This is an optimization exercise on Yosys and OpenROAD, whose aim is small area, a short achievable clock period and few clock cycles, not a production implementation.
In this exercise RTL edits were held to simulation tests only and were not proved equivalent to the original.

==> flow/design.v <==
module DivDebug(
  input         clock,
                reset,
                io_v,
  input  [31:0] io_a,
                io_b,
  input  [1:0]  io_op,
  output [31:0] io_res,
  output        io_res_valid
);
  localparam [2:0] S_IDLE = 3'd0, S_BIAS = 3'd1, S_ALIGN = 3'd2, S_DIV = 3'd3,
                   S_FIX = 3'd4, S_DONE = 3'd5;
  reg [2:0]  state;
  reg [32:0] R;       
  reg [32:0] Dx;      
  reg [31:0] Q;       
  reg [4:0]  cnt;
  reg        cin;     
  reg        valid;
  wire signd = ~io_op[0];
  wire in_sa = signd & io_a[31];
  wire in_sb = signd & io_b[31];
  wire in_bz = ~|io_b;
  wire in_fix = io_op[1] ? in_sa : (in_sa ^ in_sb);
  wire sa  = in_sa;                
  wire rq  = io_op[1];             
  wire fix = in_fix & ~in_bz;      
  wire nq  = fix & ~io_op[1];      
  wire [32:0] Dld = {in_sb, io_b} ^ {33{in_sb ^ (state == S_IDLE)}};
  wire [33:0] T1 = {R, 1'b1} + {Dx, cin};
  wire [32:0] T = T1[33:1];
  wire        acc = T[32] ~^ sa;
  wire        grow = acc & (Dx[32] ~^ Dx[31]) & (~(Dx[32] ^ cin) | (Dx[30] ^ cin));
  wire [7:0]  nzR, nzD;
  wire [7:0]  zDup;     
  genvar n;
  generate
    for (n = 0; n < 8; n = n + 1) begin : nib
      assign nzR[n] = R[32]  ? ~&R[4*n+3:4*n]  : |R[4*n+3:4*n];
      assign nzD[n] = Dx[32] ? ~&Dx[4*n+3:4*n] : |Dx[4*n+3:4*n];
      assign zDup[n] = ~|nzD[7:n];
    end
  endgenerate
  wire        big = |(nzR[7:1] & zDup[6:0]);
  wire        last = (state == S_DIV) ? (cnt == 5'd1) : (cnt == 5'd0);
  wire        step = (state == S_DIV) | ((state == S_ALIGN) & ~grow & ~big);
  wire [31:0] Qn = {Q[30:0], (acc & step) ^ nq};
  always @(posedge clock) begin
    if (reset) begin
      state <= S_IDLE;
      valid <= 1'b0;
    end else begin
      valid <= 1'b0;
      case (state)
        S_IDLE: if (io_v) begin
          state <= in_bz ? S_DIV : (in_sa ? S_BIAS : S_ALIGN);
        end
        S_BIAS: state <= S_ALIGN;
        S_ALIGN, S_DIV: if (step & last) begin
          state <= fix ? S_FIX : S_DONE;
          valid <= ~fix;
        end else if (step) state <= S_DIV;
        S_FIX: begin state <= S_DONE; valid <= 1'b1; end
        default: state <= S_IDLE;
      endcase
    end
  end
  always @(posedge clock) begin
    Q <= Qn;
    case (state)
      S_IDLE: begin
        R   <= {in_sa, io_a};
        Dx  <= Dld | {33{in_sa}};
        Q   <= {32{nq | in_bz}};
        cnt <= {4'd0, in_bz};
        cin <= (~in_sa & ~in_sb) | in_bz;
      end
      S_BIAS: begin
        R   <= T;
        Dx  <= Dld;
        cin <= in_sb;
      end
      S_ALIGN, S_DIV: begin
        if (!step) begin
          if (big) begin
            Dx  <= {Dx[28:0], {4{cin}}};
            cnt <= cnt + 5'd4;
          end else begin
            Dx  <= {Dx[31:0], cin};
            cnt <= cnt + 5'd1;
          end
        end else begin
          if (state == S_DIV) cnt <= cnt - 5'd1;
          if (last) begin
            if (rq) begin if (acc) R <= T; end
            else R <= {1'b0, Qn};
            Dx  <= 33'd0;
            cin <= 1'b1;
          end else begin
            if (acc) R <= T;
            Dx <= {Dx[32], Dx[32:1]};
          end
        end
      end
      S_FIX: begin
        R  <= T;
        Dx <= Dld;
      end
      default: Dx <= Dld;
    endcase
  end
  assign io_res = R[31:0];
  assign io_res_valid = valid;
endmodule
==> flow/config.mk <==
export PLATFORM = sky130hd
export DESIGN_NAME = DivDebug
export DESIGN_NICKNAME = DivDebug
export VERILOG_FILES = /design/flow/design.v
export SDC_FILE = /design/flow/constraint.sdc
export NUM_CORES = 4
export LEC_CHECK = 0
export ABC_AREA = 1
export CAP_MARGIN = 20
export CORE_MARGIN = 2
export CORE_UTILIZATION = 50
export SETUP_SLACK_MARGIN = 3.6
export SLEW_MARGIN = 20
export TNS_END_PERCENT = 5
==> flow/constraint.sdc <==
create_clock -name core_clock -period 6.0 [get_ports {clock}]
set_input_delay 1.2000 -clock core_clock [delete_from_list [all_inputs] [get_ports {clock}]]
set_output_delay 1.2000 -clock core_clock [all_outputs]
set_load 0.01 [all_outputs]
standard.sh (not shown) runs the stock make flow with config.mk's settings and CLKGATE_MAP_FILE= SYNTH_SCRIPT=/design/flow/synth_recipe.tcl, a recipe that flattens the netlist after the stock synthesis.
==> flow/flow/run.sh <==
#!/bin/bash
# The standard layout (the standard.sh, unchanged synthesis and steps), with
# plain sky130_fd_sc_hd__buf_1 cells as the port buffers instead of the default.
set -euo pipefail
export BUFFER_PORTS_ARGS="-buffer_cell sky130_fd_sc_hd__buf_1"
bash standard.sh > standard_sh.log 2>&1
Testbench counts at the start, summed over its fixed seeds: cycles 35,497.
Change:
--- a/flow/config.mk
+++ b/flow/config.mk
@@ -11 +11 @@
-export CORE_UTILIZATION = 50
+export CORE_UTILIZATION = 60
Outcome: Core utilization increases by 15 points. Non-clock buffer count came out higher by 7. Register-to-register slack loses 0.14 ns. Fmax fell by 4.8%. First-iteration DRC count grows by 84%. Worst setup slack gets worse by 0.14 ns. Die area fell by 16%.

========
== P ==
Starts from the design.v that is shown in full above.
==> flow/config.mk <==
export PLATFORM = sky130hd
export DESIGN_NAME = DivDebug
export DESIGN_NICKNAME = DivDebug
export VERILOG_FILES = /design/flow/design.v
export SDC_FILE = /design/flow/constraint.sdc
export NUM_CORES = 4
export LEC_CHECK = 0
export ABC_AREA = 1
export CAP_MARGIN = 20
export CORE_MARGIN = 2
export CORE_UTILIZATION = 40
export SETUP_SLACK_MARGIN = 3.6
export SLEW_MARGIN = 20
export TNS_END_PERCENT = 5
==> flow/constraint.sdc <==
create_clock -name core_clock -period 6.0 [get_ports {clock}]
set_input_delay 1.2000 -clock core_clock [delete_from_list [all_inputs] [get_ports {clock}]]
set_output_delay 1.2000 -clock core_clock [all_outputs]
set_load 0.01 [all_outputs]
run.sh (not shown) runs the stock make flow with config.mk's settings and CLKGATE_MAP_FILE= SYNTH_SCRIPT=/design/flow/synth_recipe.tcl, a recipe that flattens the netlist after the stock synthesis.
Stock flow here: none of the scripts above is used.
Testbench counts of P, summed over its fixed seeds: cycles 35,497.
Modified inputs, Q compared to P
- SETUP_SLACK_MARGIN now 3.3, was 3.6
==> flow/flow/run.sh (new file) <==
#!/bin/bash
# The standard layout (the standard.sh, unchanged synthesis and steps), with
# plain sky130_fd_sc_hd__buf_1 cells as the port buffers instead of the default.
set -euo pipefail
export BUFFER_PORTS_ARGS="-buffer_cell sky130_fd_sc_hd__buf_1"
bash standard.sh > standard_sh.log 2>&1
==> flow/standard.sh (new file) <==
#!/bin/bash
# synth_recipe.tcl (not shown) runs the flow's synth.tcl, then flattens the netlist and writes it again
# the make line also repeats each setting of config.mk as NAME=value (left out here)
make -C /OpenROAD-flow-scripts/flow DESIGN_CONFIG=/design/flow/config.mk WORK_HOME=/design/flow/orfs CLKGATE_MAP_FILE= SYNTH_SCRIPT=/design/flow/synth_recipe.tcl "${@:-finish}"
removed: flow/run.sh
==> comparison <==
Diff P -> Q: final core utilization moved down; minimum period implied by the final worst setup slack increased 0.067 ns; share of final-layout standard cells stronger than drive strength 1 decreased 0.80 points; worst slack at placement saw an increase.
For the share of final layout cell area taken by clock buffers and inverters, Q came in 0.20 points higher than P did.

========
Another version of the RTL of DivDebug (not shown whole).
For scale: roughly 9100 um^2 of cells after synthesis.
Settings: LEC_CHECK=0, ABC_AREA=1, CAP_MARGIN=20, CORE_MARGIN=2, CORE_UTILIZATION=40, SETUP_SLACK_MARGIN=3.8, SLEW_MARGIN=20; clock period 6.0 ns.
standard.sh (not shown) runs the stock make flow with config.mk's settings and CLKGATE_MAP_FILE= SYNTH_SCRIPT=/design/flow/synth_recipe.tcl, a recipe that flattens the netlist after the stock synthesis.
==> flow/flow/run.sh <==
#!/bin/bash
# The standard layout (the standard.sh, unchanged synthesis and steps), with
# plain sky130_fd_sc_hd__buf_1 cells as the port buffers instead of the default.
set -euo pipefail
export BUFFER_PORTS_ARGS="-buffer_cell sky130_fd_sc_hd__buf_1"
bash standard.sh > standard_sh.log 2>&1
Testbench counts at the start, summed over its fixed seeds: cycles 35,474.
==> next run, changes <==
==> flow/run.sh (new file) <==
#!/bin/bash
# synth_recipe.tcl (not shown) runs the flow's synth.tcl, then flattens the netlist and writes it again
# the make line also repeats each setting of config.mk as NAME=value (left out here)
make -C /OpenROAD-flow-scripts/flow DESIGN_CONFIG=/design/flow/config.mk WORK_HOME=/design/flow/orfs CLKGATE_MAP_FILE= SYNTH_SCRIPT=/design/flow/synth_recipe.tcl finish
Settings changed: ABC_AREA 1 to not set, SETUP_SLACK_MARGIN 3.8 to 3.0.
removed: flow/flow/run.sh
removed: flow/standard.sh
Register-to-register slack degrades by 0.67 ns; routed wire length fell by a few percent; cell area fell slightly.

========
== xenon ==
Another version of the RTL of DivDebug (not shown whole).
For scale: about 1,200 cells after synthesis, ~110 flip-flops, ~100 I/O pins, ~0.0084 mm^2 of cells after synthesis.
export LEC_CHECK = 0
export ABC_AREA = 1
export CAP_MARGIN = 20
export CORE_MARGIN = 2
export CORE_UTILIZATION = 40
export CTS_BUF_LIST = sky130_fd_sc_hd__clkbuf_8
export SETUP_SLACK_MARGIN = 3.3
export SLEW_MARGIN = 20
export TNS_END_PERCENT = 5
create_clock -name core_clock -period 6.0 [get_ports {clock}]
==> flow/flow/run.sh <==
#!/bin/bash
# The standard layout (the standard.sh, unchanged synthesis and steps), with
# plain sky130_fd_sc_hd__buf_1 cells as the port buffers instead of the default.
set -euo pipefail
export BUFFER_PORTS_ARGS="-buffer_cell sky130_fd_sc_hd__buf_1"
bash standard.sh > standard_sh.log 2>&1
xenon went all the way through the flow, and no timing, DRC or antenna check failed.
Testbench counts of xenon, summed over its fixed seeds: cycles 35,308.
Modified inputs, tundra compared to xenon
Settings: removing TNS_END_PERCENT (formerly 5); changing CTS_BUF_LIST from sky130_fd_sc_hd__clkbuf_8 to sky130_fd_sc_hd__clkbuf_4 sky130_fd_sc_hd__clkbuf_8.
==> comparison <==
- tundra reached the end of the flow, and the finished layout is clean on the timing, design-rule and antenna checks.
- tundra vs xenon on clock-buffer cell count: tundra is the higher one.
- Summary of tundra over xenon: cts-stage hold buffer count flat, hold slack down 0.011 ns, total of cells resized after clock tree synthesis up 83.
- Higher layout overhead on the synthesized area among xenon and tundra: tundra
- Startpoint of the most critical setup path = R[23]$_DFFE_PP_: xenon; startpoint of the most critical setup path = R[21]$_DFFE_PP_: tundra
- Compared with xenon, in tundra highest fanout seen on the critical path went down 11; routed wire length on met3 moved down.
What raven does differently from tundra at the input level:
Settings: CAP_MARGIN changed from 20 to 5; SLEW_MARGIN changed from 20 to 5; TNS_END_PERCENT newly set to 5; SETUP_SLACK_MARGIN changed from 3.3 to 3.6; CTS_BUF_LIST removed (was sky130_fd_sc_hd__clkbuf_4 sky130_fd_sc_hd__clkbuf_8).
--- outcome ---
[compare] base=tundra new=raven: average via count per standard cell now sits lower, via count saw a decrease, utilization down 2.9 points.
Lower met2 usage in global routing among raven and tundra: raven
From tundra to raven the numbers moved as follows: maximum achievable frequency now larger.
Per the comparison of raven with tundra, share of the final layout cell area in sequential cells has increased; final cell count without fillers has decreased; routed wire length has decreased; non-clock buffer count has decreased.
Setup changes, raven to cedar
Settings: GPL_ROUTABILITY_DRIVEN now 0, previously not set; CAP_MARGIN now 20, was 5; SLEW_MARGIN now 20, was 5.
Results
Across both runs, via count was higher for cedar than for raven.
Re multi-input gate share of total cell area: cedar is 1.5 points down on raven.
Wire length (lower): raven
Compared with raven, count of buffers not belonging to the clock network in the layout in cedar increased by more than 10%.
As far as worst path arrival time is concerned, cedar and raven perform about the same.
Row layout overhead on the synthesized area: cedar higher / raven lower
The inputs of amber differ from those of cedar as listed below.
Settings: ABC_AREA now 0, was 1; SETUP_SLACK_MARGIN now 3.3, was 3.6; GPL_ROUTABILITY_DRIVEN no longer set, was 0.
==> results.txt <==
For the cell count of the worst reg-to-reg path, amber came in 1 lower than cedar did.
Number of post-CTS setup repair buffers: amber < cedar
amber against cedar: critical path data required time -0.04 ns, layout overhead on the synthesized area -8.9 points.
> inputs changed (amber -> maple)
Settings: ABC_AREA: 0 -> 1; CTS_CLUSTER_SIZE: unset -> 10; CTS_BUF_LIST: unset -> sky130_fd_sc_hd__clkbuf_8; SETUP_SLACK_MARGIN: 3.3 -> 3.6.
Results
Diff amber and maple: via count lower in amber
maple went all the way through synthesis, placement and routing and the layout is clean on timing, DRC and antenna.
[compare] base=amber new=maple: total length of routed met3 wires increased 77%; detailed-routing wirelength on met1 increased 17%.

==> port drivers added, routing unchanged <==
The results above use ideal ports. As a check the final layouts listed here were re-extracted and re-timed, cells and wires unchanged.
Step 1 sets driving cells, clkbuf_16 on the clock port and buf_2 on the other inputs (assumed; they add their load-dependent delay and slew).
Step 2 also shifts input and output timing later by t, the mid clock arrival at the registers, as if the neighbouring blocks saw the same clock.
a / b / c = no drivers / after step 1 / after step 2; a / b = the first two.
| run | t (ns) | setup WS [ns] | worst setup path after step 2 | slew at the worst register clock pin (ns) | worst data-port slew with drivers (ns) |
|---|---|---|---|---|---|
| the first run of note 1 | 0.404 | 3.239 / 3.239 / 2.901 | input to register | 0.08 / 0.08 | 0.04 |
| the second run of note 1 | 0.414 | 3.099 / 3.099 / 2.776 | input to register | 0.10 / 0.10 | 0.08 |
| P | 0.407 | 3.170 / 3.128 / 2.844 | input to register | 0.08 / 0.08 | 0.04 |
| Q | 0.411 | 3.103 / 3.103 / 2.807 | input to register | 0.08 / 0.08 | 0.03 |
| the first run of note 3 | 0.410 | 3.227 / 3.227 / 2.955 | input to register | 0.08 / 0.08 | 0.03 |
| the second run of note 3 | 0.408 | 2.553 / 2.553 / 2.407 | input to register | 0.08 / 0.08 | 0.04 |
| xenon | 0.439 | 3.157 / 3.157 / 2.824 | input to register | 0.12 / 0.12 | 0.04 |
| tundra | 0.445 | 3.112 / 3.112 / 2.859 | input to register | 0.12 / 0.12 | 0.04 |
| raven | 0.403 | 3.142 / 3.142 / 2.808 | input to register | 0.08 / 0.08 | 0.04 |
| cedar | 0.411 | 3.145 / 3.145 / 2.869 | input to register | 0.08 / 0.08 | 0.04 |
| amber | 0.411 | 2.761 / 2.761 / 2.525 | input to register | 0.08 / 0.08 | 0.03 |
| maple | 0.439 | 3.126 / 3.126 / 2.818 | input to register | 0.12 / 0.12 | 0.04 |
After both steps setup and hold are still met in every run listed. For the first run of note 1, which loses most, drivers alone change the setup slack by 0.000 ns; drivers and shift together by -0.338 ns.
